Source: an optimization exercise on an open RTL-to-GDS flow (aim: small area). Production flows keep margins and buffers that such runs may drop. In this exercise RTL edits were held to simulation tests only and were not proved equivalent to the original. Power is estimated from default activity; no workload was simulated.

==> flow/design.v <==
module fa_cell (
    input   a,
    input   b,
    input   c,
    output  s,
    output  co
);
    assign s  = a ^ b ^ c;
    assign co = (a & b) | (a & c) | (b & c);
endmodule
module pp_cell (
    input   a,
    input   b,
    output  y
);
    assign y = ~(a & b);
endmodule
module xnor_cell (
    input   a,
    input   b,
    output  y
);
    assign y = ~(a ^ b);
endmodule
module processing_element # (
    parameter DATA_WIDTH = 8
)
(
    input       [4*DATA_WIDTH-1 : 0]    i_fmap  ,    
    input       [4*DATA_WIDTH-1 : 0]    i_weight,    
    input                   [3 : 0]     i_en    ,    
    input                   [3 : 0]     i_sh    ,    
    input                               i_clr   ,    
    output      [2*DATA_WIDTH-1 : 0]    o_sum
);
    wire [255:0] pp;
    wire [3:0]   en = i_en & i_sh;
    wire [31:0]  fg = i_fmap & {{8{en[3]}}, {8{en[2]}}, {8{en[1]}}, {8{en[0]}}};
    genvar gr, gi, gj;
    generate for (gr = 0; gr < 4; gr = gr + 1) begin : g_r
        for (gi = 0; gi < 8; gi = gi + 1) begin : g_i
            for (gj = 0; gj < 8; gj = gj + 1) begin : g_j
                pp_cell u_pp (.a(fg[gr*8 + gi]), .b(i_weight[gr*8 + gj]), .y(pp[gr*64 + gi*8 + gj]));
            end
        end
    end endgenerate
    wire t0;
    wire t1;
    fa_cell u2 (.a(pp[0]), .b(pp[64]), .c(pp[128]), .s(t0), .co(t1));
    wire t3;
    wire t4;
    fa_cell u5 (.a(pp[1]), .b(pp[8]), .c(pp[65]), .s(t3), .co(t4));
    wire t6;
    wire t7;
    fa_cell u8 (.a(pp[72]), .b(pp[129]), .c(pp[136]), .s(t6), .co(t7));
    wire t9;
    wire t10;
    fa_cell u11 (.a(t1), .b(t3), .c(t6), .s(t9), .co(t10));
    wire t12;
    xnor_cell u13 (.a(pp[193]), .b(pp[200]), .y(t12));
    wire t14;
    assign t14 = ~(~pp[193] & ~pp[200]);
    wire t15;
    wire t16;
    fa_cell u17 (.a(pp[2]), .b(pp[9]), .c(pp[16]), .s(t15), .co(t16));
    wire t18;
    wire t19;
    fa_cell u20 (.a(pp[66]), .b(pp[73]), .c(pp[80]), .s(t18), .co(t19));
    wire t21;
    wire t22;
    fa_cell u23 (.a(pp[130]), .b(pp[137]), .c(pp[144]), .s(t21), .co(t22));
    wire t24;
    wire t25;
    fa_cell u26 (.a(t4), .b(t7), .c(t15), .s(t24), .co(t25));
    wire t27;
    wire t28;
    fa_cell u29 (.a(t18), .b(t21), .c(pp[194]), .s(t27), .co(t28));
    wire t30;
    wire t31;
    fa_cell u32 (.a(pp[201]), .b(pp[208]), .c(t10), .s(t30), .co(t31));
    wire t33;
    wire t34;
    fa_cell u35 (.a(t14), .b(t24), .c(t27), .s(t33), .co(t34));
    wire t36;
    wire t37;
    fa_cell u38 (.a(pp[3]), .b(pp[10]), .c(pp[17]), .s(t36), .co(t37));
    wire t39;
    wire t40;
    fa_cell u41 (.a(pp[24]), .b(pp[67]), .c(pp[74]), .s(t39), .co(t40));
    wire t42;
    wire t43;
    fa_cell u44 (.a(pp[81]), .b(pp[88]), .c(pp[131]), .s(t42), .co(t43));
    wire t45;
    wire t46;
    fa_cell u47 (.a(pp[138]), .b(pp[145]), .c(pp[152]), .s(t45), .co(t46));
    wire t48;
    wire t49;
    fa_cell u50 (.a(t16), .b(t19), .c(t22), .s(t48), .co(t49));
    wire t51;
    wire t52;
    fa_cell u53 (.a(t36), .b(t39), .c(t42), .s(t51), .co(t52));
    wire t54;
    wire t55;
    fa_cell u56 (.a(t45), .b(pp[195]), .c(pp[202]), .s(t54), .co(t55));
    wire t57;
    wire t58;
    fa_cell u59 (.a(pp[209]), .b(pp[216]), .c(t25), .s(t57), .co(t58));
    wire t60;
    wire t61;
    fa_cell u62 (.a(t48), .b(t28), .c(t51), .s(t60), .co(t61));
    wire t63;
    wire t64;
    fa_cell u65 (.a(t54), .b(t31), .c(t57), .s(t63), .co(t64));
    wire t66;
    xnor_cell u67 (.a(t34), .b(t60), .y(t66));
    wire t68;
    assign t68 = ~(~t34 & ~t60);
    wire t69;
    wire t70;
    fa_cell u71 (.a(pp[4]), .b(pp[11]), .c(pp[18]), .s(t69), .co(t70));
    wire t72;
    wire t73;
    fa_cell u74 (.a(pp[25]), .b(pp[32]), .c(pp[68]), .s(t72), .co(t73));
    wire t75;
    wire t76;
    fa_cell u77 (.a(pp[75]), .b(pp[82]), .c(pp[89]), .s(t75), .co(t76));
    wire t78;
    wire t79;
    fa_cell u80 (.a(pp[96]), .b(pp[132]), .c(pp[139]), .s(t78), .co(t79));
    wire t81;
    wire t82;
    fa_cell u83 (.a(pp[146]), .b(pp[153]), .c(pp[160]), .s(t81), .co(t82));
    wire t84;
    wire t85;
    fa_cell u86 (.a(t37), .b(t40), .c(t43), .s(t84), .co(t85));
    wire t87;
    wire t88;
    fa_cell u89 (.a(t46), .b(t69), .c(t72), .s(t87), .co(t88));
    wire t90;
    wire t91;
    fa_cell u92 (.a(t75), .b(t78), .c(t81), .s(t90), .co(t91));
    wire t93;
    wire t94;
    fa_cell u95 (.a(pp[196]), .b(pp[203]), .c(pp[210]), .s(t93), .co(t94));
    wire t96;
    wire t97;
    fa_cell u98 (.a(pp[217]), .b(pp[224]), .c(t49), .s(t96), .co(t97));
    wire t99;
    wire t100;
    fa_cell u101 (.a(t52), .b(t84), .c(t87), .s(t99), .co(t100));
    wire t102;
    wire t103;
    fa_cell u104 (.a(t90), .b(t55), .c(t93), .s(t102), .co(t103));
    wire t105;
    wire t106;
    fa_cell u107 (.a(t96), .b(t58), .c(t61), .s(t105), .co(t106));
    wire t108;
    wire t109;
    fa_cell u110 (.a(t99), .b(t102), .c(t64), .s(t108), .co(t109));
    wire t111;
    xnor_cell u112 (.a(t68), .b(t105), .y(t111));
    wire t113;
    assign t113 = ~(~t68 & ~t105);
    wire t114;
    wire t115;
    fa_cell u116 (.a(pp[5]), .b(pp[12]), .c(pp[19]), .s(t114), .co(t115));
    wire t117;
    wire t118;
    fa_cell u119 (.a(pp[26]), .b(pp[33]), .c(pp[40]), .s(t117), .co(t118));
    wire t120;
    wire t121;
    fa_cell u122 (.a(pp[69]), .b(pp[76]), .c(pp[83]), .s(t120), .co(t121));
    wire t123;
    wire t124;
    fa_cell u125 (.a(pp[90]), .b(pp[97]), .c(pp[104]), .s(t123), .co(t124));
    wire t126;
    wire t127;
    fa_cell u128 (.a(pp[133]), .b(pp[140]), .c(pp[147]), .s(t126), .co(t127));
    wire t129;
    wire t130;
    fa_cell u131 (.a(pp[154]), .b(pp[161]), .c(pp[168]), .s(t129), .co(t130));
    wire t132;
    wire t133;
    fa_cell u134 (.a(t70), .b(t73), .c(t76), .s(t132), .co(t133));
    wire t135;
    wire t136;
    fa_cell u137 (.a(t79), .b(t82), .c(t114), .s(t135), .co(t136));
    wire t138;
    wire t139;
    fa_cell u140 (.a(t117), .b(t120), .c(t123), .s(t138), .co(t139));
    wire t141;
    wire t142;
    fa_cell u143 (.a(t126), .b(t129), .c(pp[197]), .s(t141), .co(t142));
    wire t144;
    wire t145;
    fa_cell u146 (.a(pp[204]), .b(pp[211]), .c(pp[218]), .s(t144), .co(t145));
    wire t147;
    wire t148;
    fa_cell u149 (.a(pp[225]), .b(pp[232]), .c(t85), .s(t147), .co(t148));
    wire t150;
    wire t151;
    fa_cell u152 (.a(t88), .b(t91), .c(t132), .s(t150), .co(t151));
    wire t153;
    wire t154;
    fa_cell u155 (.a(t135), .b(t138), .c(t94), .s(t153), .co(t154));
    wire t156;
    wire t157;
    fa_cell u158 (.a(t141), .b(t144), .c(t97), .s(t156), .co(t157));
    wire t159;
    wire t160;
    fa_cell u161 (.a(t147), .b(t100), .c(t150), .s(t159), .co(t160));
    wire t162;
    wire t163;
    fa_cell u164 (.a(t153), .b(t103), .c(t156), .s(t162), .co(t163));
    wire t165;
    wire t166;
    fa_cell u167 (.a(t106), .b(t159), .c(t162), .s(t165), .co(t166));
    wire t168;
    xnor_cell u169 (.a(t109), .b(t113), .y(t168));
    wire t170;
    assign t170 = ~(~t109 & ~t113);
    wire t171;
    wire t172;
    fa_cell u173 (.a(pp[6]), .b(pp[13]), .c(pp[20]), .s(t171), .co(t172));
    wire t174;
    wire t175;
    fa_cell u176 (.a(pp[27]), .b(pp[34]), .c(pp[41]), .s(t174), .co(t175));
    wire t177;
    wire t178;
    fa_cell u179 (.a(pp[48]), .b(pp[70]), .c(pp[77]), .s(t177), .co(t178));
    wire t180;
    wire t181;
    fa_cell u182 (.a(pp[84]), .b(pp[91]), .c(pp[98]), .s(t180), .co(t181));
    wire t183;
    wire t184;
    fa_cell u185 (.a(pp[105]), .b(pp[112]), .c(pp[134]), .s(t183), .co(t184));
    wire t186;
    wire t187;
    fa_cell u188 (.a(pp[141]), .b(pp[148]), .c(pp[155]), .s(t186), .co(t187));
    wire t189;
    wire t190;
    fa_cell u191 (.a(pp[162]), .b(pp[169]), .c(pp[176]), .s(t189), .co(t190));
    wire t192;
    wire t193;
    fa_cell u194 (.a(t115), .b(t118), .c(t121), .s(t192), .co(t193));
    wire t195;
    wire t196;
    fa_cell u197 (.a(t124), .b(t127), .c(t130), .s(t195), .co(t196));
    wire t198;
    wire t199;
    fa_cell u200 (.a(t171), .b(t174), .c(t177), .s(t198), .co(t199));
    wire t201;
    wire t202;
    fa_cell u203 (.a(t180), .b(t183), .c(t186), .s(t201), .co(t202));
    wire t204;
    wire t205;
    fa_cell u206 (.a(t189), .b(pp[198]), .c(pp[205]), .s(t204), .co(t205));
    wire t207;
    wire t208;
    fa_cell u209 (.a(pp[212]), .b(pp[219]), .c(pp[226]), .s(t207), .co(t208));
    wire t210;
    wire t211;
    fa_cell u212 (.a(pp[233]), .b(pp[240]), .c(t133), .s(t210), .co(t211));
    wire t213;
    wire t214;
    fa_cell u215 (.a(t136), .b(t139), .c(t192), .s(t213), .co(t214));
    wire t216;
    wire t217;
    fa_cell u218 (.a(t195), .b(t142), .c(t198), .s(t216), .co(t217));
    wire t219;
    wire t220;
    fa_cell u221 (.a(t201), .b(t145), .c(t204), .s(t219), .co(t220));
    wire t222;
    wire t223;
    fa_cell u224 (.a(t207), .b(t148), .c(t210), .s(t222), .co(t223));
    wire t225;
    wire t226;
    fa_cell u227 (.a(t151), .b(t213), .c(t154), .s(t225), .co(t226));
    wire t228;
    wire t229;
    fa_cell u230 (.a(t216), .b(t219), .c(t157), .s(t228), .co(t229));
    wire t231;
    wire t232;
    fa_cell u233 (.a(t222), .b(t160), .c(t225), .s(t231), .co(t232));
    wire t234;
    wire t235;
    fa_cell u236 (.a(t163), .b(t228), .c(t231), .s(t234), .co(t235));
    wire t237;
    xnor_cell u238 (.a(t170), .b(t166), .y(t237));
    wire t239;
    assign t239 = ~(~t170 & ~t166);
    wire t240;
    wire t241;
    fa_cell u242 (.a(pp[7]), .b(pp[14]), .c(pp[21]), .s(t240), .co(t241));
    wire t243;
    wire t244;
    fa_cell u245 (.a(pp[28]), .b(pp[35]), .c(pp[42]), .s(t243), .co(t244));
    wire t246;
    wire t247;
    fa_cell u248 (.a(pp[49]), .b(pp[56]), .c(pp[71]), .s(t246), .co(t247));
    wire t249;
    wire t250;
    fa_cell u251 (.a(pp[78]), .b(pp[85]), .c(pp[92]), .s(t249), .co(t250));
    wire t252;
    wire t253;
    fa_cell u254 (.a(pp[99]), .b(pp[106]), .c(pp[113]), .s(t252), .co(t253));
    wire t255;
    wire t256;
    fa_cell u257 (.a(pp[120]), .b(pp[135]), .c(pp[142]), .s(t255), .co(t256));
    wire t258;
    wire t259;
    fa_cell u260 (.a(pp[149]), .b(pp[156]), .c(pp[163]), .s(t258), .co(t259));
    wire t261;
    wire t262;
    fa_cell u263 (.a(pp[170]), .b(pp[177]), .c(pp[184]), .s(t261), .co(t262));
    wire t264;
    wire t265;
    fa_cell u266 (.a(t172), .b(t175), .c(t178), .s(t264), .co(t265));
    wire t267;
    wire t268;
    fa_cell u269 (.a(t181), .b(t184), .c(t187), .s(t267), .co(t268));
    wire t270;
    wire t271;
    fa_cell u272 (.a(t190), .b(t240), .c(t243), .s(t270), .co(t271));
    wire t273;
    wire t274;
    fa_cell u275 (.a(t246), .b(t249), .c(t252), .s(t273), .co(t274));
    wire t276;
    wire t277;
    fa_cell u278 (.a(t255), .b(t258), .c(t261), .s(t276), .co(t277));
    wire t279;
    wire t280;
    fa_cell u281 (.a(pp[199]), .b(pp[206]), .c(pp[213]), .s(t279), .co(t280));
    wire t282;
    wire t283;
    fa_cell u284 (.a(pp[220]), .b(pp[227]), .c(pp[234]), .s(t282), .co(t283));
    wire t285;
    wire t286;
    fa_cell u287 (.a(pp[241]), .b(pp[248]), .c(t193), .s(t285), .co(t286));
    wire t288;
    wire t289;
    fa_cell u290 (.a(t196), .b(t199), .c(t202), .s(t288), .co(t289));
    wire t291;
    wire t292;
    fa_cell u293 (.a(t264), .b(t267), .c(t270), .s(t291), .co(t292));
    wire t294;
    wire t295;
    fa_cell u296 (.a(t273), .b(t276), .c(t205), .s(t294), .co(t295));
    wire t297;
    wire t298;
    fa_cell u299 (.a(t208), .b(t279), .c(t282), .s(t297), .co(t298));
    wire t300;
    wire t301;
    fa_cell u302 (.a(t211), .b(t285), .c(t214), .s(t300), .co(t301));
    wire t303;
    wire t304;
    fa_cell u305 (.a(t288), .b(t217), .c(t291), .s(t303), .co(t304));
    wire t306;
    wire t307;
    fa_cell u308 (.a(t220), .b(t294), .c(t297), .s(t306), .co(t307));
    wire t309;
    wire t310;
    fa_cell u311 (.a(t223), .b(t300), .c(t226), .s(t309), .co(t310));
    wire t312;
    wire t313;
    fa_cell u314 (.a(t303), .b(t229), .c(t306), .s(t312), .co(t313));
    wire t315;
    wire t316;
    fa_cell u317 (.a(t309), .b(t232), .c(t312), .s(t315), .co(t316));
    wire t318;
    xnor_cell u319 (.a(t235), .b(t239), .y(t318));
    wire t320;
    assign t320 = ~(~t235 & ~t239);
    wire t321;
    wire t322;
    fa_cell u323 (.a(pp[15]), .b(pp[22]), .c(pp[29]), .s(t321), .co(t322));
    wire t324;
    wire t325;
    fa_cell u326 (.a(pp[36]), .b(pp[43]), .c(pp[50]), .s(t324), .co(t325));
    wire t327;
    wire t328;
    fa_cell u329 (.a(pp[57]), .b(pp[79]), .c(pp[86]), .s(t327), .co(t328));
    wire t330;
    wire t331;
    fa_cell u332 (.a(pp[93]), .b(pp[100]), .c(pp[107]), .s(t330), .co(t331));
    wire t333;
    wire t334;
    fa_cell u335 (.a(pp[114]), .b(pp[121]), .c(pp[143]), .s(t333), .co(t334));
    wire t336;
    wire t337;
    fa_cell u338 (.a(pp[150]), .b(pp[157]), .c(pp[164]), .s(t336), .co(t337));
    wire t339;
    wire t340;
    fa_cell u341 (.a(pp[171]), .b(pp[178]), .c(pp[185]), .s(t339), .co(t340));
    wire t342;
    wire t343;
    fa_cell u344 (.a(t241), .b(t244), .c(t247), .s(t342), .co(t343));
    wire t345;
    wire t346;
    fa_cell u347 (.a(t250), .b(t253), .c(t256), .s(t345), .co(t346));
    wire t348;
    wire t349;
    fa_cell u350 (.a(t259), .b(t262), .c(t321), .s(t348), .co(t349));
    wire t351;
    wire t352;
    fa_cell u353 (.a(t324), .b(t327), .c(t330), .s(t351), .co(t352));
    wire t354;
    wire t355;
    fa_cell u356 (.a(t333), .b(t336), .c(t339), .s(t354), .co(t355));
    wire t357;
    wire t358;
    fa_cell u359 (.a(pp[207]), .b(pp[214]), .c(pp[221]), .s(t357), .co(t358));
    wire t360;
    wire t361;
    fa_cell u362 (.a(pp[228]), .b(pp[235]), .c(pp[242]), .s(t360), .co(t361));
    wire t363;
    wire t364;
    fa_cell u365 (.a(pp[249]), .b(t265), .c(t268), .s(t363), .co(t364));
    wire t366;
    wire t367;
    fa_cell u368 (.a(t271), .b(t274), .c(t277), .s(t366), .co(t367));
    wire t369;
    wire t370;
    fa_cell u371 (.a(t342), .b(t345), .c(t348), .s(t369), .co(t370));
    wire t372;
    wire t373;
    fa_cell u374 (.a(t351), .b(t354), .c(t280), .s(t372), .co(t373));
    wire t375;
    wire t376;
    fa_cell u377 (.a(t283), .b(t357), .c(t360), .s(t375), .co(t376));
    wire t378;
    wire t379;
    fa_cell u380 (.a(t286), .b(t363), .c(t289), .s(t378), .co(t379));
    wire t381;
    wire t382;
    fa_cell u383 (.a(t292), .b(t366), .c(t295), .s(t381), .co(t382));
    wire t384;
    wire t385;
    fa_cell u386 (.a(t369), .b(t372), .c(t298), .s(t384), .co(t385));
    wire t387;
    wire t388;
    fa_cell u389 (.a(t375), .b(t301), .c(t378), .s(t387), .co(t388));
    wire t390;
    wire t391;
    fa_cell u392 (.a(t304), .b(t381), .c(t307), .s(t390), .co(t391));
    wire t393;
    wire t394;
    fa_cell u395 (.a(t384), .b(t310), .c(t387), .s(t393), .co(t394));
    wire t396;
    wire t397;
    fa_cell u398 (.a(t313), .b(t390), .c(t393), .s(t396), .co(t397));
    wire t399;
    wire t400;
    fa_cell u401 (.a(t316), .b(t320), .c(t396), .s(t399), .co(t400));
    wire t402;
    wire t403;
    fa_cell u404 (.a(pp[23]), .b(pp[30]), .c(pp[37]), .s(t402), .co(t403));
    wire t405;
    wire t406;
    fa_cell u407 (.a(pp[44]), .b(pp[51]), .c(pp[58]), .s(t405), .co(t406));
    wire t408;
    wire t409;
    fa_cell u410 (.a(pp[87]), .b(pp[94]), .c(pp[101]), .s(t408), .co(t409));
    wire t411;
    wire t412;
    fa_cell u413 (.a(pp[108]), .b(pp[115]), .c(pp[122]), .s(t411), .co(t412));
    wire t414;
    wire t415;
    fa_cell u416 (.a(pp[151]), .b(pp[158]), .c(pp[165]), .s(t414), .co(t415));
    wire t417;
    wire t418;
    fa_cell u419 (.a(pp[172]), .b(pp[179]), .c(pp[186]), .s(t417), .co(t418));
    wire t420;
    wire t421;
    fa_cell u422 (.a(t322), .b(t325), .c(t328), .s(t420), .co(t421));
    wire t423;
    wire t424;
    fa_cell u425 (.a(t331), .b(t334), .c(t337), .s(t423), .co(t424));
    wire t426;
    wire t427;
    fa_cell u428 (.a(t340), .b(t402), .c(t405), .s(t426), .co(t427));
    wire t429;
    wire t430;
    fa_cell u431 (.a(t408), .b(t411), .c(t414), .s(t429), .co(t430));
    wire t432;
    wire t433;
    fa_cell u434 (.a(t417), .b(pp[215]), .c(pp[222]), .s(t432), .co(t433));
    wire t435;
    wire t436;
    fa_cell u437 (.a(pp[229]), .b(pp[236]), .c(pp[243]), .s(t435), .co(t436));
    wire t438;
    wire t439;
    fa_cell u440 (.a(pp[250]), .b(t343), .c(t346), .s(t438), .co(t439));
    wire t441;
    wire t442;
    fa_cell u443 (.a(t349), .b(t352), .c(t355), .s(t441), .co(t442));
    wire t444;
    wire t445;
    fa_cell u446 (.a(t420), .b(t423), .c(t426), .s(t444), .co(t445));
    wire t447;
    wire t448;
    fa_cell u449 (.a(t429), .b(t358), .c(t361), .s(t447), .co(t448));
    wire t450;
    wire t451;
    fa_cell u452 (.a(t432), .b(t435), .c(t364), .s(t450), .co(t451));
    wire t453;
    wire t454;
    fa_cell u455 (.a(t438), .b(t367), .c(t370), .s(t453), .co(t454));
    wire t456;
    wire t457;
    fa_cell u458 (.a(t441), .b(t373), .c(t444), .s(t456), .co(t457));
    wire t459;
    wire t460;
    fa_cell u461 (.a(t447), .b(t376), .c(t450), .s(t459), .co(t460));
    wire t462;
    wire t463;
    fa_cell u464 (.a(t379), .b(t453), .c(t382), .s(t462), .co(t463));
    wire t465;
    wire t466;
    fa_cell u467 (.a(t456), .b(t385), .c(t459), .s(t465), .co(t466));
    wire t468;
    wire t469;
    fa_cell u470 (.a(t388), .b(t462), .c(t391), .s(t468), .co(t469));
    wire t471;
    wire t472;
    fa_cell u473 (.a(t465), .b(t394), .c(t468), .s(t471), .co(t472));
    wire t474;
    wire t475;
    fa_cell u476 (.a(t397), .b(t471), .c(t400), .s(t474), .co(t475));
    wire t477;
    wire t478;
    fa_cell u479 (.a(pp[31]), .b(pp[38]), .c(pp[45]), .s(t477), .co(t478));
    wire t480;
    wire t481;
    fa_cell u482 (.a(pp[52]), .b(pp[59]), .c(pp[95]), .s(t480), .co(t481));
    wire t483;
    wire t484;
    fa_cell u485 (.a(pp[102]), .b(pp[109]), .c(pp[116]), .s(t483), .co(t484));
    wire t486;
    wire t487;
    fa_cell u488 (.a(pp[123]), .b(pp[159]), .c(pp[166]), .s(t486), .co(t487));
    wire t489;
    wire t490;
    fa_cell u491 (.a(pp[173]), .b(pp[180]), .c(pp[187]), .s(t489), .co(t490));
    wire t492;
    wire t493;
    fa_cell u494 (.a(t403), .b(t406), .c(t409), .s(t492), .co(t493));
    wire t495;
    wire t496;
    fa_cell u497 (.a(t412), .b(t415), .c(t418), .s(t495), .co(t496));
    wire t498;
    wire t499;
    fa_cell u500 (.a(t477), .b(t480), .c(t483), .s(t498), .co(t499));
    wire t501;
    wire t502;
    fa_cell u503 (.a(t486), .b(t489), .c(pp[223]), .s(t501), .co(t502));
    wire t504;
    wire t505;
    fa_cell u506 (.a(pp[230]), .b(pp[237]), .c(pp[244]), .s(t504), .co(t505));
    wire t507;
    wire t508;
    fa_cell u509 (.a(pp[251]), .b(t421), .c(t424), .s(t507), .co(t508));
    wire t510;
    wire t511;
    fa_cell u512 (.a(t427), .b(t430), .c(t492), .s(t510), .co(t511));
    wire t513;
    wire t514;
    fa_cell u515 (.a(t495), .b(t498), .c(t433), .s(t513), .co(t514));
    wire t516;
    wire t517;
    fa_cell u518 (.a(t436), .b(t501), .c(t504), .s(t516), .co(t517));
    wire t519;
    wire t520;
    fa_cell u521 (.a(t439), .b(t507), .c(t442), .s(t519), .co(t520));
    wire t522;
    wire t523;
    fa_cell u524 (.a(t445), .b(t510), .c(t448), .s(t522), .co(t523));
    wire t525;
    wire t526;
    fa_cell u527 (.a(t513), .b(t516), .c(t451), .s(t525), .co(t526));
    wire t528;
    wire t529;
    fa_cell u530 (.a(t454), .b(t519), .c(t457), .s(t528), .co(t529));
    wire t531;
    wire t532;
    fa_cell u533 (.a(t522), .b(t460), .c(t525), .s(t531), .co(t532));
    wire t534;
    wire t535;
    fa_cell u536 (.a(t463), .b(t528), .c(t466), .s(t534), .co(t535));
    wire t537;
    wire t538;
    fa_cell u539 (.a(t531), .b(t469), .c(t534), .s(t537), .co(t538));
    wire t540;
    wire t541;
    fa_cell u542 (.a(t472), .b(t537), .c(t475), .s(t540), .co(t541));
    wire t543;
    wire t544;
    fa_cell u545 (.a(pp[39]), .b(pp[46]), .c(pp[53]), .s(t543), .co(t544));
    wire t546;
    wire t547;
    fa_cell u548 (.a(pp[60]), .b(pp[103]), .c(pp[110]), .s(t546), .co(t547));
    wire t549;
    wire t550;
    fa_cell u551 (.a(pp[117]), .b(pp[124]), .c(pp[167]), .s(t549), .co(t550));
    wire t552;
    wire t553;
    fa_cell u554 (.a(pp[174]), .b(pp[181]), .c(pp[188]), .s(t552), .co(t553));
    wire t555;
    wire t556;
    fa_cell u557 (.a(t478), .b(t481), .c(t484), .s(t555), .co(t556));
    wire t558;
    wire t559;
    fa_cell u560 (.a(t487), .b(t490), .c(t543), .s(t558), .co(t559));
    wire t561;
    wire t562;
    fa_cell u563 (.a(t546), .b(t549), .c(t552), .s(t561), .co(t562));
    wire t564;
    wire t565;
    fa_cell u566 (.a(pp[231]), .b(pp[238]), .c(pp[245]), .s(t564), .co(t565));
    wire t567;
    wire t568;
    fa_cell u569 (.a(pp[252]), .b(t493), .c(t496), .s(t567), .co(t568));
    wire t570;
    wire t571;
    fa_cell u572 (.a(t499), .b(t555), .c(t558), .s(t570), .co(t571));
    wire t573;
    wire t574;
    fa_cell u575 (.a(t502), .b(t561), .c(t505), .s(t573), .co(t574));
    wire t576;
    wire t577;
    fa_cell u578 (.a(t564), .b(t508), .c(t567), .s(t576), .co(t577));
    wire t579;
    wire t580;
    fa_cell u581 (.a(t511), .b(t514), .c(t570), .s(t579), .co(t580));
    wire t582;
    wire t583;
    fa_cell u584 (.a(t517), .b(t573), .c(t520), .s(t582), .co(t583));
    wire t585;
    wire t586;
    fa_cell u587 (.a(t576), .b(t523), .c(t579), .s(t585), .co(t586));
    wire t588;
    wire t589;
    fa_cell u590 (.a(t526), .b(t582), .c(t529), .s(t588), .co(t589));
    wire t591;
    wire t592;
    fa_cell u593 (.a(t585), .b(t532), .c(t588), .s(t591), .co(t592));
    wire t594;
    wire t595;
    fa_cell u596 (.a(t535), .b(t591), .c(t538), .s(t594), .co(t595));
    wire t597;
    wire t598;
    fa_cell u599 (.a(pp[47]), .b(pp[54]), .c(pp[61]), .s(t597), .co(t598));
    wire t600;
    wire t601;
    fa_cell u602 (.a(pp[111]), .b(pp[118]), .c(pp[125]), .s(t600), .co(t601));
    wire t603;
    wire t604;
    fa_cell u605 (.a(pp[175]), .b(pp[182]), .c(pp[189]), .s(t603), .co(t604));
    wire t606;
    wire t607;
    fa_cell u608 (.a(t544), .b(t547), .c(t550), .s(t606), .co(t607));
    wire t609;
    wire t610;
    fa_cell u611 (.a(t553), .b(t597), .c(t600), .s(t609), .co(t610));
    wire t612;
    wire t613;
    fa_cell u614 (.a(t603), .b(pp[239]), .c(pp[246]), .s(t612), .co(t613));
    wire t615;
    wire t616;
    fa_cell u617 (.a(pp[253]), .b(t556), .c(t559), .s(t615), .co(t616));
    wire t618;
    wire t619;
    fa_cell u620 (.a(t562), .b(t606), .c(t609), .s(t618), .co(t619));
    wire t621;
    wire t622;
    fa_cell u623 (.a(t565), .b(t612), .c(t568), .s(t621), .co(t622));
    wire t624;
    wire t625;
    fa_cell u626 (.a(t571), .b(t615), .c(t574), .s(t624), .co(t625));
    wire t627;
    wire t628;
    fa_cell u629 (.a(t618), .b(t621), .c(t577), .s(t627), .co(t628));
    wire t630;
    wire t631;
    fa_cell u632 (.a(t580), .b(t624), .c(t583), .s(t630), .co(t631));
    wire t633;
    wire t634;
    fa_cell u635 (.a(t627), .b(t586), .c(t630), .s(t633), .co(t634));
    wire t636;
    wire t637;
    fa_cell u638 (.a(t589), .b(t633), .c(t592), .s(t636), .co(t637));
    wire t639;
    wire t640;
    fa_cell u641 (.a(pp[55]), .b(pp[62]), .c(pp[119]), .s(t639), .co(t640));
    wire t642;
    wire t643;
    fa_cell u644 (.a(pp[126]), .b(pp[183]), .c(pp[190]), .s(t642), .co(t643));
    wire t645;
    wire t646;
    fa_cell u647 (.a(t598), .b(t601), .c(t604), .s(t645), .co(t646));
    wire t648;
    wire t649;
    fa_cell u650 (.a(t639), .b(t642), .c(pp[247]), .s(t648), .co(t649));
    wire t651;
    wire t652;
    fa_cell u653 (.a(pp[254]), .b(t607), .c(t610), .s(t651), .co(t652));
    wire t654;
    wire t655;
    fa_cell u656 (.a(t645), .b(t613), .c(t648), .s(t654), .co(t655));
    wire t657;
    wire t658;
    fa_cell u659 (.a(t616), .b(t651), .c(t619), .s(t657), .co(t658));
    wire t660;
    wire t661;
    fa_cell u662 (.a(t654), .b(t622), .c(t625), .s(t660), .co(t661));
    wire t663;
    wire t664;
    fa_cell u665 (.a(t657), .b(t628), .c(t660), .s(t663), .co(t664));
    wire t666;
    wire t667;
    fa_cell u668 (.a(t631), .b(t663), .c(t634), .s(t666), .co(t667));
    wire t669;
    wire t670;
    fa_cell u671 (.a(pp[63]), .b(pp[127]), .c(pp[191]), .s(t669), .co(t670));
    wire t672;
    wire t673;
    fa_cell u674 (.a(t640), .b(t643), .c(t669), .s(t672), .co(t673));
    wire t675;
    wire t676;
    fa_cell u677 (.a(pp[255]), .b(t646), .c(t672), .s(t675), .co(t676));
    wire t678;
    wire t679;
    fa_cell u680 (.a(t649), .b(t652), .c(t675), .s(t678), .co(t679));
    wire t681;
    wire t682;
    fa_cell u683 (.a(t655), .b(t658), .c(t678), .s(t681), .co(t682));
    wire t684;
    wire t685;
    fa_cell u686 (.a(t661), .b(t681), .c(t664), .s(t684), .co(t685));
    wire t687;
    xnor_cell u688 (.a(t0), .b(pp[192]), .y(t687));
    wire t689;
    assign t689 = ~(~t0 & ~pp[192]);
    wire t690;
    wire t691;
    fa_cell u692 (.a(t12), .b(t689), .c(t9), .s(t690), .co(t691));
    wire t693;
    wire t694;
    fa_cell u695 (.a(t30), .b(t691), .c(t33), .s(t693), .co(t694));
    wire t696;
    wire t697;
    fa_cell u698 (.a(t63), .b(t66), .c(t694), .s(t696), .co(t697));
    wire t699;
    wire t700;
    fa_cell u701 (.a(t111), .b(t108), .c(t697), .s(t699), .co(t700));
    wire t702;
    wire t703;
    fa_cell u704 (.a(t168), .b(t165), .c(t700), .s(t702), .co(t703));
    wire t705;
    wire t706;
    fa_cell u707 (.a(t237), .b(t234), .c(t703), .s(t705), .co(t706));
    wire t708;
    wire t709;
    fa_cell u710 (.a(t315), .b(t318), .c(t706), .s(t708), .co(t709));
    wire t711;
    xnor_cell u712 (.a(t399), .b(t709), .y(t711));
    wire t713;
    assign t713 = ~(~t399 & ~t709);
    wire t714;
    xnor_cell u715 (.a(t474), .b(t713), .y(t714));
    wire t716;
    assign t716 = ~(~t474 & ~t713);
    wire t717;
    xnor_cell u718 (.a(t540), .b(t716), .y(t717));
    wire t719;
    assign t719 = ~(~t540 & ~t716);
    wire t720;
    wire t721;
    fa_cell u722 (.a(t594), .b(t541), .c(t719), .s(t720), .co(t721));
    wire t723;
    xnor_cell u724 (.a(t636), .b(t595), .y(t723));
    wire t725;
    assign t725 = ~(~t636 & ~t595);
    wire t726;
    wire t727;
    fa_cell u728 (.a(t666), .b(t637), .c(t725), .s(t726), .co(t727));
    wire t729;
    wire t730;
    fa_cell u731 (.a(t684), .b(t667), .c(t727), .s(t729), .co(t730));
    wire t732;
    assign t732 = t670 ^ t673;
    wire t733;
    assign t733 = t732 ^ t676;
    wire t734;
    assign t734 = t733 ^ t679;
    wire t735;
    assign t735 = t734 ^ t682;
    wire t736;
    assign t736 = t735 ^ t685;
    wire t737;
    assign t737 = t736 ^ t730;
    wire t738;
    xnor_cell u739 (.a(t636), .b(t595), .y(t738));
    wire t740;
    assign t740 = ~(~t636 | ~t595);
    wire t741;
    wire t742;
    fa_cell u743 (.a(t666), .b(t637), .c(t740), .s(t741), .co(t742));
    wire t744;
    wire t745;
    fa_cell u746 (.a(t684), .b(t667), .c(t742), .s(t744), .co(t745));
    wire t747;
    assign t747 = t670 ^ t673;
    wire t748;
    assign t748 = t747 ^ t676;
    wire t749;
    assign t749 = t748 ^ t679;
    wire t750;
    assign t750 = t749 ^ t682;
    wire t751;
    assign t751 = t750 ^ t685;
    wire t752;
    assign t752 = t751 ^ t745;
    wire t753;
    assign t753 = ~t721 ? t738 : ~t723;
    wire t754;
    assign t754 = ~t721 ? ~t741 : ~t726;
    wire t755;
    assign t755 = ~t721 ? ~t744 : ~t729;
    wire t756;
    assign t756 = ~t721 ? ~t752 : ~t737;
    assign o_sum[0] = ~i_clr & ~t687;
    assign o_sum[1] = ~i_clr & ~t690;
    assign o_sum[2] = ~i_clr & ~t693;
    assign o_sum[3] = ~i_clr & ~t696;
    assign o_sum[4] = ~i_clr & ~t699;
    assign o_sum[5] = ~i_clr & ~t702;
    assign o_sum[6] = ~i_clr & ~t705;
    assign o_sum[7] = ~i_clr & ~t708;
    assign o_sum[8] = ~i_clr & ~t711;
    assign o_sum[9] = ~i_clr & ~t714;
    assign o_sum[10] = ~i_clr & ~t717;
    assign o_sum[11] = ~i_clr & ~t720;
    assign o_sum[12] = ~i_clr & t753;
    assign o_sum[13] = ~i_clr & t754;
    assign o_sum[14] = ~i_clr & t755;
    assign o_sum[15] = ~i_clr & t756;
endmodule
module ws_systolic_array # (
    parameter DATA_WIDTH = 8
)
(
    input                           clk         ,
    input                           rstn        ,
    input                           i_start     ,
    input       [DATA_WIDTH-1 : 0]  i_w_col_1   ,    
    input       [DATA_WIDTH-1 : 0]  i_w_col_2   ,    
    input       [DATA_WIDTH-1 : 0]  i_w_col_3   ,    
    input       [DATA_WIDTH-1 : 0]  i_w_col_4   ,    
    input       [DATA_WIDTH-1 : 0]  i_f_row_1   ,    
    input       [DATA_WIDTH-1 : 0]  i_f_row_2   ,    
    input       [DATA_WIDTH-1 : 0]  i_f_row_3   ,    
    input       [DATA_WIDTH-1 : 0]  i_f_row_4   ,    
    output    [2*DATA_WIDTH-1 : 0]  o_p_col_1   ,    
    output    [2*DATA_WIDTH-1 : 0]  o_p_col_2   ,    
    output    [2*DATA_WIDTH-1 : 0]  o_p_col_3   ,    
    output    [2*DATA_WIDTH-1 : 0]  o_p_col_4        
);
    localparam DW = DATA_WIDTH;
    reg                 r_load;
    reg     [1 : 0]     r_cnt;
    always @ (posedge clk) begin
        if (!rstn) begin
            r_load <= 1'b0;
            r_cnt  <= 2'd0;
        end else if (r_load) begin
            r_cnt  <= r_cnt + 1'b1;
            if (r_cnt == 2'd3) r_load <= 1'b0;
        end else if (i_start) begin
            r_load <= 1'b1;
        end
    end
    wire z = r_load | ~rstn;     
    reg     [2 : 0]     r_clr;
    reg     [5 : 0]     r_shf;
    reg                 r_wok;
    wire    [2 : 0]     clr_nx = {r_clr[1:0], 1'b1} & {3{~z}};
    wire    [5 : 0]     shf_nx = !rstn ? 6'd0 : (r_load ? r_shf : {r_shf[4:0], 1'b1});
    wire                wok_nx = rstn & (r_wok | r_load);
    always @ (posedge clk) begin
        r_clr <= clr_nx;
        r_shf <= shf_nx;
        r_wok <= wok_nx;
    end
    reg     [DW-1 : 0]  r_w [1:4][1:4];      
    wire    [DW-1 : 0]  w_in [1:4];
    assign w_in[1] = i_w_col_1;
    assign w_in[2] = i_w_col_2;
    assign w_in[3] = i_w_col_3;
    assign w_in[4] = i_w_col_4;
    integer r, c;
    always @ (posedge clk) begin
        if (r_load) begin
            for (c = 1; c <= 4; c = c + 1) begin
                r_w[1][c] <= w_in[c];
                for (r = 2; r <= 4; r = r + 1)
                    r_w[r][c] <= r_w[r-1][c];
            end
        end
    end
    reg     [DW-1 : 0]  r_f1 [1:6];
    reg     [DW-1 : 0]  r_f2 [1:5];
    reg     [DW-1 : 0]  r_f3 [1:4];
    reg     [DW-1 : 0]  r_f4 [1:3];
    always @ (posedge clk) begin
        if (!r_load) begin
            r_f1[1] <= i_f_row_1;  r_f1[2] <= r_f1[1];  r_f1[3] <= r_f1[2];
            r_f2[1] <= i_f_row_2;  r_f2[2] <= r_f2[1];  r_f2[3] <= r_f2[2];
            r_f3[1] <= i_f_row_3;  r_f3[2] <= r_f3[1];  r_f3[3] <= r_f3[2];
            r_f4[1] <= i_f_row_4;  r_f4[2] <= r_f4[1];  r_f4[3] <= r_f4[2];
        end
        r_f1[4] <= r_f1[3];  r_f1[5] <= r_f1[4];  r_f1[6] <= r_f1[5];
        r_f2[4] <= r_f2[3];  r_f2[5] <= r_f2[4];
        r_f3[4] <= r_f3[3];
    end
    wire    [3 : 0]     live_nx;                 
    assign live_nx[3] = wok_nx;                  
    assign live_nx[2] = wok_nx & clr_nx[0];      
    assign live_nx[1] = wok_nx & clr_nx[1];      
    assign live_nx[0] = wok_nx & clr_nx[2];      
    wire    [DW-1 : 0]  tap [1:4][1:4];          
    wire  [2*DW-1 : 0]  sum [1:4];
    assign tap[4][1] = i_f_row_4;
    assign tap[4][2] = r_f4[1];
    assign tap[4][3] = r_f4[2];
    assign tap[4][4] = r_f4[3];
    assign tap[3][1] = r_f3[1];
    assign tap[3][2] = r_f3[2];
    assign tap[3][3] = r_f3[3];
    assign tap[3][4] = r_f3[4];
    assign tap[2][1] = r_f2[2];
    assign tap[2][2] = r_f2[3];
    assign tap[2][3] = r_f2[4];
    assign tap[2][4] = r_f2[5];
    assign tap[1][1] = r_f1[3];
    assign tap[1][2] = r_f1[4];
    assign tap[1][3] = r_f1[5];
    assign tap[1][4] = r_f1[6];
    reg     [3 : 0]     r_live;                  
    always @ (posedge clk)
        r_live <= live_nx;
    wire    [3 : 0]     sh [1:4];                
    assign sh[1] = 4'b1111;
    assign sh[2] = {r_shf[0], r_shf[1], r_shf[2], r_shf[3]};
    assign sh[3] = {r_shf[1], r_shf[2], r_shf[3], r_shf[4]};
    assign sh[4] = {r_shf[2], r_shf[3], r_shf[4], r_shf[5]};
    genvar gc;
    generate for (gc = 1; gc <= 4; gc = gc + 1) begin : g_col
        processing_element # (.DATA_WIDTH(DW)) u_mac (
            .i_fmap   ({tap[4][gc], tap[3][gc], tap[2][gc], tap[1][gc]}),
            .i_weight ({r_w[4][gc], r_w[3][gc], r_w[2][gc], r_w[1][gc]}),
            .i_en     (r_live),
            .i_sh     (sh[gc]),
            .i_clr    (z),
            .o_sum    (sum[gc])
        );
    end endgenerate
    reg   [2*DW-1 : 0]  r_p [1:4];
    always @ (posedge clk) begin
        for (c = 1; c <= 4; c = c + 1)
            r_p[c] <= sum[c];
    end
    assign o_p_col_1 = r_p[1];
    assign o_p_col_2 = r_p[2];
    assign o_p_col_3 = r_p[3];
    assign o_p_col_4 = r_p[4];
endmodule
==> flow/flow/run.sh <==
#!/bin/bash
# The standard layout (standard.sh, unchanged synthesis), with two changes:
# the port buffers use the smallest buffer cell, and the clock tree is built
# without dummy loads.  make's output goes to standard.log.
set -euo pipefail
cd "$(dirname "$0")/.."
bash standard.sh \
  "BUFFER_PORTS_ARGS=-buffer_cell sky130_fd_sc_hd__buf_1" \
  "CTS_ARGS=-sink_clustering_enable -repair_clock_nets -dont_use_dummy_load -buf_list sky130_fd_sc_hd__clkbuf_4 -sink_clustering_size 9 -sink_clustering_max_diameter 45" \
  finish > standard.log 2>&1
==> flow/standard.sh <==
#!/bin/bash
# synth_recipe.tcl (not shown) runs the flow's synth.tcl, then flattens the netlist and writes it again
# the make line also repeats each setting of config.mk as NAME=value (left out here)
make -C /OpenROAD-flow-scripts/flow DESIGN_CONFIG=/design/flow/config.mk WORK_HOME=/design/flow/orfs CLKGATE_MAP_FILE= SYNTH_SCRIPT=/design/flow/synth_recipe.tcl "${@:-finish}"
==> flow/config.mk <==
export PLATFORM = sky130hd
export DESIGN_NAME = ws_systolic_array
export DESIGN_NICKNAME = ws_systolic_array
export VERILOG_FILES = /design/flow/design.v
export SDC_FILE = /design/flow/constraint.sdc
export NUM_CORES = 4
export LEC_CHECK = 0
export CAP_MARGIN = 20
export CORE_MARGIN = 2
export CORE_UTILIZATION = 55
export GPL_TIMING_DRIVEN = 0
export SLEW_MARGIN = 20
export SYNTH_HIERARCHICAL = 1
export SYNTH_MINIMUM_KEEP_SIZE = 0
==> flow/constraint.sdc <==
create_clock -name core_clock -period 7.5 [get_ports {clk}]
set_input_delay 1.5000 -clock core_clock [delete_from_list [all_inputs] [get_ports {clk}]]
set_output_delay 1.5000 -clock core_clock [all_outputs]
set_load 0.01 [all_outputs]
==> impl_metrics.json, run 1 <==
{
  "status": "no timing/DRC/antenna violations",
  "synth_flop_cell": "edfxtp_1",
  "vias_per_cell": 5.72,
  "cts_buffers": 59,
  "maxCapViolCount": 0,
  "synthTopCellsByCount": "1025 x nand2_1, 940 x fa_1, 224 x edfxtp_1, 130 x and3_1, 127 x dfxtp_1",
  "leakagePower_nw": 6.90,
  "wl_met3_um": 6510,
  "clk_path_buf_depth": 3,
  "seq_power_share_pct": 63.8,
  "clk_pin_slew_ns": 0.10,
  "fp.dieH_um": 254,
  "grt_antenna_before_repair": 4,
  "ys_types": 24,
  "sw_frac_of_total_pct": 28.0,
  "met1_length_um": 36300,
  "skew_ns": 0.0828,
  "drive_above_1_share_pct": 6.37,
  "hp-class": "reg2reg",
  "startpoint_type": "flip-flop",
  "wl_per_cell_um": 24.1,
  "routed-wl-met2_um": 43900,
  "r2r_slack_ns": 0.11,
  "p_int_mw": 2.69,
  "cts_root_buf": "clkbuf_4",
  "worstPathRequired_ns": 8.16,
  "grt-ovfl-total": 0,
  "area_growth_pct": 7.01,
  "slew_violations": 0,
  "critPathLaunch": "r_live[1]",
  "yosysWarnings": 19,
  "r2r_cells": 18,
  "period_share_pct": 98.6,
  "grtUsageTotal_pct": 29.8,
  "dp_slack_ns": -0.488,
  "synth_area_leaders": "fa_1 55%, edfxtp_1 20%, nand2_1 11%",
  "vdd_drop_max_uv": 140,
  "final_cells": 3746,
  "start_util_pct": 55.6,
  "cellPowerDensity_nw_per_um2": 102,
  "path_max_fanout": 32,
  "worst_hold_slack_ns": 0.326,
  "topRoutingLayerUsed": "met4",
  "setup_tns_ns": 0,
  "combPwrFrac_pct": 8.9,
  "p_total_mw": 3.74,
  "drt_iter0_markers": 1521,
  "period_minus_slack_ns": 7.39,
  "r2r_start": "r_live[1]",
  "slew_headroom_pct": 48.5,
  "die_w_um": 254,
  "dpl_cell_area_um2": 36100,
  "cts_tree": "yes",
  "grt_max_degree": 66,
  "synth_edf_count": 224,
  "p_sw_mw": 1.05,
  "design_area_um2": 36700,
  "ys_seq_elements": 351,
  "cp.arrival_ns": 8.05,
  "h-tree-depth": 2,
  "io_buffers": 130,
  "avgSynthCellArea_um2": 12.8,
  "routabilityCongestion": 0.934,
  "clkPwrFrac_pct": 27.3,
  "yosys.area.top_type": "fa_1",
  "async_flop_share_pct": 0,
  "endpoint_kind": "flip-flop",
  "fp.dieArea_um2": 64400,
  "coreArea_um2": 61700,
  "clk_latency_ns": 0.86,
  "dpl.cell_count": 3682,
  "critical_path_class": "reg2reg",
  "final_util_pct": 59.5,
  "crit_path_end": "r_p[1][15]",
  "setup_slack_ns": 0.105,
  "drt-total-wl_um": 90400,
  "first_global_vias": 24734,
  "max_freq_mhz": 135,
  "synth_top_area_share_pct": 54.8,
  "synth-seq-area-share_pct": 27.0,
  "dpl.hpwl_um": 73400,
  "clkSinkCount": 351,
  "synth_cells": 2680,
  "drt-pass1-iter-count": 5,
  "regToRegEndpoint": "r_p[1][15]",
  "route.detailed.drc": 0,
  "nets": 3916,
  "hold_violations": 0,
  "grt_pass1_wl_um": 142000,
  "worst_slew_pin_slew_ns": 0.772,
  "ant_nets": 0,
  "syn-cell-area_um2": 34300,
  "io_pins": 131,
  "synth_most_common_cell": "nand2_1",
  "finalSetupViolCount": 0,
  "rsz0062_at_grt": "true",
  "num_rows": 91,
  "dr_total_vias": 21438
}
==> modules after synthesis, one instance, submodules excluded, a selection <==
| module | area (um2) | flip-flops and latches | cells |
|---|---|---|---|
| xnor_cell | 8.76 | 0 | 1 |
| pp_cell | 3.75 | 0 | 1 |
| ws_systolic_array | 9480 | 351 | 380 |
| fa_cell | 20.0 | 0 | 1 |
==> layout by cell type, fill, tap and decap left out <==
| cell type | instances |
|---|---|
| buf_6 | 3 |
| buf_16 | 2 |
| o211a_1 | 1 |
| or2_2 | 24 |
| edfxtp_1 | 224 |
| or3_4 | 4 |
| o21a_1 | 2 |
| xnor2_1 | 68 |
| dfxtp_1 | 118 |
| xor2_1 | 5 |
| dfxtp_2 | 3 |
| buf_12 | 2 |
| or3_2 | 4 |
| ha_1 | 1 |
| dfxtp_4 | 6 |
| and2_1 | 7 |
| nor2_1 | 56 |
| clkbuf_1 | 9 |
| nor2b_1 | 15 |
| inv_1 | 1 |
| inv_4 | 1 |
| and3_4 | 17 |
| diode_2 | 3 |
| and3_2 | 54 |
| conb_1 | 32 |
| a211oi_1 | 12 |
| or2_4 | 4 |
| mux2i_1 | 10 |
| or3_1 | 8 |
| fa_2 | 2 |
| fa_1 | 938 |
| and3_1 | 59 |
| nand2_1 | 1025 |
| clkbuf_4 | 59 |
| buf_1 | 130 |
==> what timing repair did <==
| item | CTS | global route |
|---|---|---|
| buffers inserted | 0 | 2 |
| cloned | 0 | 0 |
| endpoints found under the setup margin | 16 | 4 |
| gates resized for setup | 21 | 81 |
| hold buffers | 0 | 0 |
==> per-layer routing <==
metal,vias to the layer above,track usage (%)
met5,-,0
met2,943,48.4
met3,189,5.23
met1,11406,40.7
li1,8900,-
met4,0,11.3
==> registers in the layout, summed over array words and instances (netlist names) <==
register and flops:
r_w 128, r_p 64, r_f1 48, r_f2 40, r_f3 32, r_f4 24
r_shf 6, r_live 4, r_clr 2, r_cnt 2, r_load 1
==> final cells by class <==
cell class	count	area, um2
diodes	3	7.51
multi-input cells	2348	25300
flip-flops and latches	351	9300
clock buffers	59	443
repair buffers	136	606
fillers	5134	25000
plain buffers	10	45.0
well taps	837	1050
inverters	2	10.0
==> power by group through the flow <==
stage	Sequential [mW]	Combinational (mW)	Clock, mW
floorplan	2.35	0.216	0
global placement	2.45	0.303	0
detailed placement	2.42	0.337	0
CTS	2.38	0.338	1.08
global route	2.40	0.378	1.15
finish	2.38	0.334	1.02
==> critical path: stages (launching register included) <==
cell	delay (ns)
dfxtp_4	0.55
and3_2	0.39
nand2_1	0.11
fa_1	0.45
fa_1	0.48
fa_1	0.47
fa_1	0.54
fa_1	0.43
fa_1	0.51
fa_1	0.43
fa_1	0.39
fa_1	0.38
fa_1	0.47
or2_2	0.33
fa_1	0.51
mux2i_1	0.27
xnor2_1	0.11
xnor2_1	0.26
nor2_1	0.10
==> how the worst min path moves through the flow <==
| stage | from | to | slack, ns | cells past startpoint |
|---|---|---|---|---|
| 4_1_cts | r_f2[3][4] | r_f2[4][4] | 0.32 | 0 |
| 3_3_place_gp | r_f2[4][6] | r_f2[5][6] | 0.34 | 0 |
| 6_report | r_f2[3][4] | r_f2[4][4] | 0.33 | 0 |
| 3_5_place_dp | r_f2[4][7] | r_f2[5][7] | 0.34 | 0 |
| 5_1_grt | r_f2[3][4] | r_f2[4][4] | 0.31 | 0 |
| 2_1_floorplan | r_f1[4][0] | r_f1[5][0] | 0.32 | 0 |
==> cells by family after synthesis <==
| family | count (synthesis) | share of synthesized area (%) |
|---|---|---|
| adders and majority gates | 941 | 54.9 |
| and+or+nand+nor | 1277 | 15.5 |
| AOI/OAI and AO/OA | 15 | 0.335 |
| buffers and inverters | 12 | 0.153 |
| xor gates and xnor gates | 73 | 1.86 |
| muxes | 10 | 0.292 |
| other | 1 | 0.0109 |
| DFF | 351 | 27.0 |
==> inputs of run 2 (changes only) <==
--- a/flow/config.mk
+++ b/flow/config.mk
@@ -5,10 +5,10 @@
 export SDC_FILE = /design/flow/constraint.sdc
 export NUM_CORES = 4
 export LEC_CHECK = 0
-export CAP_MARGIN = 20
+export CAP_MARGIN = 0
 export CORE_MARGIN = 2
 export CORE_UTILIZATION = 55
 export GPL_TIMING_DRIVEN = 0
-export SLEW_MARGIN = 20
+export SLEW_MARGIN = 0
 export SYNTH_HIERARCHICAL = 1
 export SYNTH_MINIMUM_KEEP_SIZE = 0
==> run 2 against run 1 <==
Net effect:
- setup slack improved by 0.093 ns
- sequential share of layout area down 0.082 points
- still clean
- clock skew grew 0.0061 ns
- largest power group unchanged
- combinational power about the same
- non-clock buffer count grew 5
- via count increased by 0.62%
==> impl_metrics.json, run 2 <==
{
  "largestRegisters": "r_w: 128 flops, r_p: 64 flops, r_f1: 48 flops",
  "r2r_cells": 19,
  "drt-pass1-iter-count": 7,
  "routabilityCongestion": 0.934,
  "h-tree-depth": 3,
  "clkPwrFrac_pct": 28.6,
  "dpl.hpwl_um": 73300,
  "ys_types": 24,
  "startpoint_type": "flip-flop",
  "synthMuxAreaShare_pct": 0.292,
  "grtUsageTotal_pct": 30.0,
  "cellPowerDensity_nw_per_um2": 103,
  "top_register": "r_w",
  "r2r_slack_ns": 0.20,
  "synth-compound-area-share_pct": 0.335,
  "sw_frac_of_total_pct": 28.1,
  "avgSynthCellArea_um2": 12.8,
  "slew_violations": 0,
  "ys_seq_elements": 351,
  "most-common-layout-cells": "1025 x nand2_1, 940 x fa_1, 224 x edfxtp_1",
  "grt_max_degree": 76,
  "clkSinkCount": 351,
  "regToRegEndpoint": "r_p[4][15]",
  "period_minus_slack_ns": 7.30,
  "yosysWarnings": 19,
  "critical_path_class": "reg2reg",
  "p_int_mw": 2.74,
  "drt_iter0_markers": 1447,
  "num_rows": 91,
  "syn-cell-area_um2": 34300,
  "clk_path_buf_depth": 3,
  "synth_most_common_cell": "nand2_1",
  "synth_xor_area_share_pct": 1.86,
  "clk_latency_ns": 0.83,
  "first_global_vias": 24891,
  "fp.dieArea_um2": 64400,
  "wl_per_cell_um": 24.1,
  "largest_reg_flops": 128,
  "cp.arrival_ns": 7.97,
  "grt_pass1_wl_um": 142000,
  "drive_above_1_share_pct": 6.85,
  "r2r_start": "r_live[2]",
  "drt-total-wl_um": 90700,
  "layout_commonest_cell": "nand2_1",
  "die_w_um": 254,
  "synth_fa_ha_area_share_pct": 54.9,
  "synth_top_family_by_area": "adder cells",
  "vdd_drop_max_uv": 118,
  "synthTopCellsByCount": "1025 x nand2_1, 940 x fa_1, 224 x edfxtp_1, 130 x and3_1, 127 x dfxtp_1",
  "worst_slew_pin_slew_ns": 0.782,
  "start_util_pct": 55.6,
  "p_sw_mw": 1.07,
  "synth_area_leaders": "fa_1 55%, edfxtp_1 20%, nand2_1 11%",
  "hp-class": "reg2reg",
  "cts_buffers": 66,
  "nets": 3928,
  "vias_per_cell": 5.74,
  "status": "no timing/DRC/antenna violations",
  "area_growth_pct": 7.36,
  "grt_antenna_before_repair": 2,
  "synth_flop_cell": "edfxtp_1",
  "synth-seq-area-share_pct": 27.0,
  "leakagePower_nw": 6.97,
  "io_pins": 131,
  "io_buffers": 130,
  "cts_tree": "yes",
  "dpl.cell_count": 3681,
  "synth_top_area_share_pct": 54.8,
  "route.detailed.drc": 0,
  "finalSetupViolCount": 0,
  "async_flop_share_pct": 0,
  "crit_path_end": "r_p[4][15]",
  "cts_root_buf": "clkbuf_4",
  "combPwrFrac_pct": 8.8,
  "skew_ns": 0.0888,
  "yosys.area.top_type": "fa_1",
  "period_share_pct": 97.4,
  "endpoint_kind": "flip-flop",
  "slew_headroom_pct": 47.8,
  "coreArea_um2": 61700,
  "worstPathRequired_ns": 8.17,
  "max_freq_mhz": 137,
  "critPathLaunch": "r_live[2]",
  "grt-ovfl-total": 0,
  "nFillCells": 5147,
  "seq_power_share_pct": 62.6,
  "fp.dieH_um": 254,
  "path_max_fanout": 17,
  "dr_total_vias": 21571,
  "final_util_pct": 59.7,
  "rsz0062_at_grt": "true",
  "clk_pin_slew_ns": 0.09,
  "final_cells": 3757,
  "maxCapViolCount": 0,
  "hold_violations": 0,
  "yosys.area_share.simple_pct": 15.5,
  "synth_cells": 2680,
  "ant_nets": 0,
  "synth_edf_count": 224
}
## run 2: critical path, stage by stage (launching register included)
cell	delay, ns
dfxtp_4	0.50
buf_6	0.23
and3_2	0.34
nand2_1	0.11
fa_1	0.46
fa_1	0.48
fa_1	0.52
fa_1	0.49
fa_1	0.44
fa_1	0.53
fa_1	0.43
fa_1	0.39
fa_1	0.41
fa_1	0.49
or2_2	0.32
fa_1	0.50
mux2i_1	0.22
xnor2_1	0.15
xnor2_1	0.14
nor2_1	0.05
## run 2: area by class of cell
cell class | instances | area (um2) | share of cell area [%]
multi-input cells | 2348 | 25300 | 68.6
flip-flops and latches | 351 | 9300 | 25.2
well taps | 837 | 1050 | 2.84
repair buffers | 141 | 682 | 1.85
clock buffers | 66 | 495 | 1.34
plain buffers | 10 | 45.0 | 0.122
inverters | 2 | 10.0 | 0.0272
diodes | 2 | 5.00 | 0.0136
## run 2: worst min path at each step
stage | startpoint | to | slack, ns | cells after the start
6_report | r_f2[3][4] | r_f2[4][4] | 0.33 | 0
5_1_grt | r_f2[3][4] | r_f2[4][4] | 0.34 | 0
4_1_cts | r_f2[3][4] | r_f2[4][4] | 0.33 | 0
3_5_place_dp | r_f1[5][1] | r_f1[6][1] | 0.34 | 0
3_3_place_gp | r_f2[4][6] | r_f2[5][6] | 0.34 | 0
2_1_floorplan | r_f1[4][0] | r_f1[5][0] | 0.32 | 0
## run 2: repair_timing
item,CTS,global route
buffers inserted,0,8
hold buffers,0,0
pin swaps,0,0
endpoints found under the setup margin,12,4
endpoints found under the hold margin,0,0
gates resized for setup,26,78
## run 2: layer usage
metal | routed length, um | GRT usage [%] | up-vias
met1 | 36200 | 40.8 | 11474
met2 | 43600 | 47.9 | 951
li1 | - | - | 8918
met5 | 0 | 0 | -
met3 | 6660 | 5.25 | 228
met4 | 4170 | 13.4 | 0
## run 2: metrics by stage
stage | setup TNS (ns) | setup slack (ns) | hold WS, ns | cell area [um2] | power (mW)
2_1_floorplan | 0 | 0.474 | 0.324 | 34400 | 2.57
3_3_place_gp | -27.55 | -0.449 | 0.336 | 36000 | 2.75
3_5_place_dp | -2.09 | -0.476 | 0.342 | 36100 | 2.76
4_1_cts | 0 | 0.0122 | 0.326 | 36600 | 3.86
5_1_grt | -0.151 | -0.0647 | 0.338 | 36900 | 4.00
6_report | 0 | 0.199 | 0.330 | 36900 | 3.81
## run 2: power by group through the flow
stage          combinational [mW]  clock [mW]  sequential, mW
6_report                    0.335        1.09            2.38
3_5_place_dp                0.336           0            2.42
4_1_cts                     0.337        1.15            2.38
2_1_floorplan               0.216           0            2.35
5_1_grt                     0.380        1.23            2.40
3_3_place_gp                0.303           0            2.45
## run 2: cell families (layout without fill, tap and decap cells)
| kind of cell | count (synthesis) | after routing |
|---|---|---|
| compound gates | 15 | 15 |
| buf+inv | 12 | 219 |
| other cells | 1 | 34 |
| flops | 351 | 351 |
| mux | 10 | 10 |
| xor+xnor | 73 | 73 |
| simple gates | 1277 | 1277 |
| fa+ha+maj | 941 | 941 |
## run 2: per-module statistics from Yosys (local to each module, per instance), a selection
module,cells,area (um2),flops+latches
ws_systolic_array,380,9480,351
fa_cell,1,20.0,0
xnor_cell,1,8.76,0
pp_cell,1,3.75,0
==> inputs of run 3 (changes only) <==
--- a/flow/config.mk
+++ b/flow/config.mk
@@ -7,7 +7,7 @@
 export LEC_CHECK = 0
 export CAP_MARGIN = 0
 export CORE_MARGIN = 2
-export CORE_UTILIZATION = 55
+export CORE_UTILIZATION = 40
 export GPL_TIMING_DRIVEN = 0
 export SLEW_MARGIN = 0
 export SYNTH_HIERARCHICAL = 1
==> run 3 against run 2 <==
Net effect:
- still clean on timing, DRC and antenna
- cell area is 0.80% higher
- hold slack gained 0.021 ns
- clock-buffer cell count grew 3
- clock skew up 0.052 ns
- via count shrank 0.40%
- fmax grew 0.21%
- combinational power grew 1%
- sequential power hardly changed
- sequential cell count did not move
- critical path depth down 1
- setup slack improved by 0.015 ns
- critical path type unchanged
==> impl_metrics.json, run 3 <==
{
  "endpoint_kind": "flip-flop",
  "synth_cells": 2680,
  "slew_headroom_pct": 51.5,
  "drt-total-wl_um": 92200,
  "yosysWarnings": 19,
  "post_cts_buffers": 0,
  "syn-cell-area_um2": 34300,
  "worstPathRequired_ns": 8.22,
  "r2r_start": "r_shf[3]",
  "finalSetupViolCount": 0,
  "cts_tree": "yes",
  "die_w_um": 297,
  "worst_slew_pin_slew_ns": 0.727,
  "fp.dieH_um": 297,
  "synth_fa_ha_area_share_pct": 54.9,
  "drt_iter0_markers": 1518,
  "grt_antenna_before_repair": 7,
  "yosys.area_share.simple_pct": 15.5,
  "fp.dieArea_um2": 88200,
  "vdd_drop_max_uv": 136,
  "drive_above_1_share_pct": 6.42,
  "top_register": "r_w",
  "grtUsageTotal_pct": 21.8,
  "ant_nets": 0,
  "ys_types": 24,
  "setup_tns_ns": 0,
  "avgSynthCellArea_um2": 12.8,
  "clk_path_buf_depth": 3,
  "routabilityCongestion": 0.915,
  "startpoint_type": "flip-flop",
  "synthTopCellsByCount": "1025 x nand2_1, 940 x fa_1, 224 x edfxtp_1, 130 x and3_1, 127 x dfxtp_1",
  "synth_xor_area_share_pct": 1.86,
  "drt-pass1-iter-count": 5,
  "layout_commonest_cell": "nand2_1",
  "hold_violations": 0,
  "critical_path_class": "reg2reg",
  "dr_total_vias": 21484,
  "ys_seq_elements": 351,
  "cts-resized-gates": 33,
  "final_cells": 4066,
  "path_max_fanout": 26,
  "io_pins": 131,
  "clk_pin_slew_ns": 0.10,
  "largest_reg_flops": 128,
  "nets": 3923,
  "hp-class": "reg2reg",
  "period_share_pct": 97.1,
  "wl_per_cell_um": 22.7,
  "period_minus_slack_ns": 7.29,
  "synth_top_area_share_pct": 54.8,
  "synth_top_family_by_area": "adder cells",
  "synth_edf_count": 224,
  "skew_ns": 0.141,
  "synth_flop_cell": "edfxtp_1",
  "critPathLaunch": "r_shf[3]",
  "synth-compound-area-share_pct": 0.335,
  "largestRegisters": "r_w: 128 flops, r_p: 64 flops, r_f1: 48 flops",
  "p_total_mw": 3.87,
  "cp.arrival_ns": 8.01,
  "synth-seq-area-share_pct": 27.0,
  "synthMuxAreaShare_pct": 0.292,
  "maxCapViolCount": 0,
  "status": "no timing/DRC/antenna violations",
  "cts_root_buf": "clkbuf_4",
  "max_freq_mhz": 137,
  "synth_most_common_cell": "nand2_1",
  "cts_buffers": 69,
  "route.detailed.drc": 0,
  "min_from": "r_f1[4][6]",
  "vias_per_cell": 5.28,
  "clkSinkCount": 351,
  "area_growth_pct": 8.22,
  "num_rows": 107,
  "dp_slack_ns": -0.557,
  "grt_max_degree": 78,
  "leakagePower_nw": 6.94,
  "synth_area_leaders": "fa_1 55%, edfxtp_1 20%, nand2_1 11%",
  "dpl.cell_count": 3988,
  "first_global_vias": 24877,
  "start_util_pct": 40.3,
  "slew_violations": 0,
  "cellPowerDensity_nw_per_um2": 104,
  "async_flop_share_pct": 0,
  "grt-ovfl-total": 0,
  "most-common-layout-cells": "1025 x nand2_1, 939 x fa_1, 224 x edfxtp_1",
  "cts-hold-fix-buffers": 0,
  "clk_latency_ns": 0.91,
  "rsz0062_at_grt": "true",
  "coreArea_um2": 85100,
  "yosys.area.top_type": "fa_1",
  "io_buffers": 130,
  "grt_pass1_wl_um": 145000,
  "setup_slack_ns": 0.214,
  "dpl.hpwl_um": 74900,
  "h-tree-depth": 3
}
run 3: path summary, 6_finish.rpt:
check | endpoint | slack (ns) | cells past startpoint
setup / recovery | r_p[4][15] | 0.21 | 18
hold / removal | r_f1[5][6] | 0.35 | 0
setup reg to reg | r_p[4][15] | 0.21 | 18
hold reg to reg | r_f1[5][6] | 0.35 | 0
run 3: routing by layer:
metal / vias up / GRT usage [%] / part of all wire (%)
met1: 11487 / 28.2 / 39
met5: - / 0 / 0.014
met4: 2 / 8.27 / 4.1
met2: 882 / 35.9 / 49
met3: 201 / 5.05 / 7.8
li1: 8912 / - / -
run 3: critical path, cell delays in order (launching register included):
cell	delay, ns
dfxtp_4	0.52
and3_1	0.48
nand2_1	0.13
fa_1	0.43
fa_1	0.48
fa_1	0.48
fa_1	0.61
fa_1	0.44
fa_1	0.42
or3_1	0.41
fa_1	0.43
fa_1	0.40
fa_1	0.47
or2_2	0.32
fa_1	0.50
mux2i_1	0.23
xnor2_1	0.15
xnor2_1	0.13
nor2_1	0.05
run 3: logic make-up (layout without fill, tap and decap cells):
kind of cell | Yosys count | in the layout
DFF | 351 | 351
muxes | 10 | 10
buffers and inverters | 12 | 214
other | 1 | 41
xor gates and xnor gates | 73 | 73
and+or+nand+nor | 1277 | 1277
adders and majority gates | 941 | 941
AOI/OAI and AO/OA | 15 | 15
run 3: cell type report:
cell class	instances	area, um2
Multi-Input combinational cell	2348	25300
Antenna cell	9	22.5
Buffer	10	45.0
Clock buffer	69	518
Fill cell	8001	48000
Tap cell	1144	1430
Timing Repair Buffer	133	571
Inverter	2	10.0
Sequential cell	351	9300
run 3: report_power, final:
part | switching, mW | leakage [nW] | internal [mW]
clock network | 0.724 | 0.318 | 0.416
registers | 0.187 | 3.24 | 2.20
logic | 0.202 | 3.39 | 0.136
total | 1.11 | 6.94 | 2.75
run 3: per-stage QoR:
step / util [%] / area [um2] / hold slack [ns]
floorplan: - / 34400 / 0.324
detailed placement: 42.8 / 36500 / 0.332
finish: 43.6 / 37200 / 0.351
CTS: 43.5 / 37000 / 0.353
global route: 43.6 / 37100 / 0.360
global placement: 42.7 / 36400 / 0.332
run 3: Yosys stat by module (local to each module, per instance), a selection:
| module | cell area, um2 | times used |
|---|---|---|
| fa_cell | 20.0 | 940 |
| ws_systolic_array | 9480 | 1 |
| pp_cell | 3.75 | 1024 |
| xnor_cell | 8.76 | 48 |

[afterwards: timing with drivers on the ports]
No port has a modelled driver above. Below, the same layouts with a new extraction and two added sets of constraints. Step 1 (the two cells are an assumption about what drives the block):
set clk [get_ports {clk}]
set_driving_cell -lib_cell sky130_fd_sc_hd__clkbuf_16 $clk
set_driving_cell -lib_cell sky130_fd_sc_hd__buf_2 [delete_from_list [all_inputs] $clk]
Step 2 also shifts input and output timing later by t, the mid clock arrival at the registers, as if the neighbouring blocks saw the same clock. a / b / c = ideal / step 1 / step 2; a / b = the first two.
run | t, ns | setup WS [ns] | worst setup path after step 2 | latest minus earliest clock arrival (ns)
run 1 | 0.875 | 0.105 / 0.105 / -0.428 | input to register | 0.084 / 0.083
run 2 | 0.849 | 0.199 / 0.199 / -0.410 | input to register | 0.089 / 0.089
run 3 | 0.908 | 0.214 / 0.214 / -0.300 | input to register | 0.148 / 0.148
With both steps, setup timing fails in every run listed, where it was met with ideal ports. For run 2, which loses most, drivers alone change the setup slack by 0.000 ns; drivers and shift together by -0.609 ns.
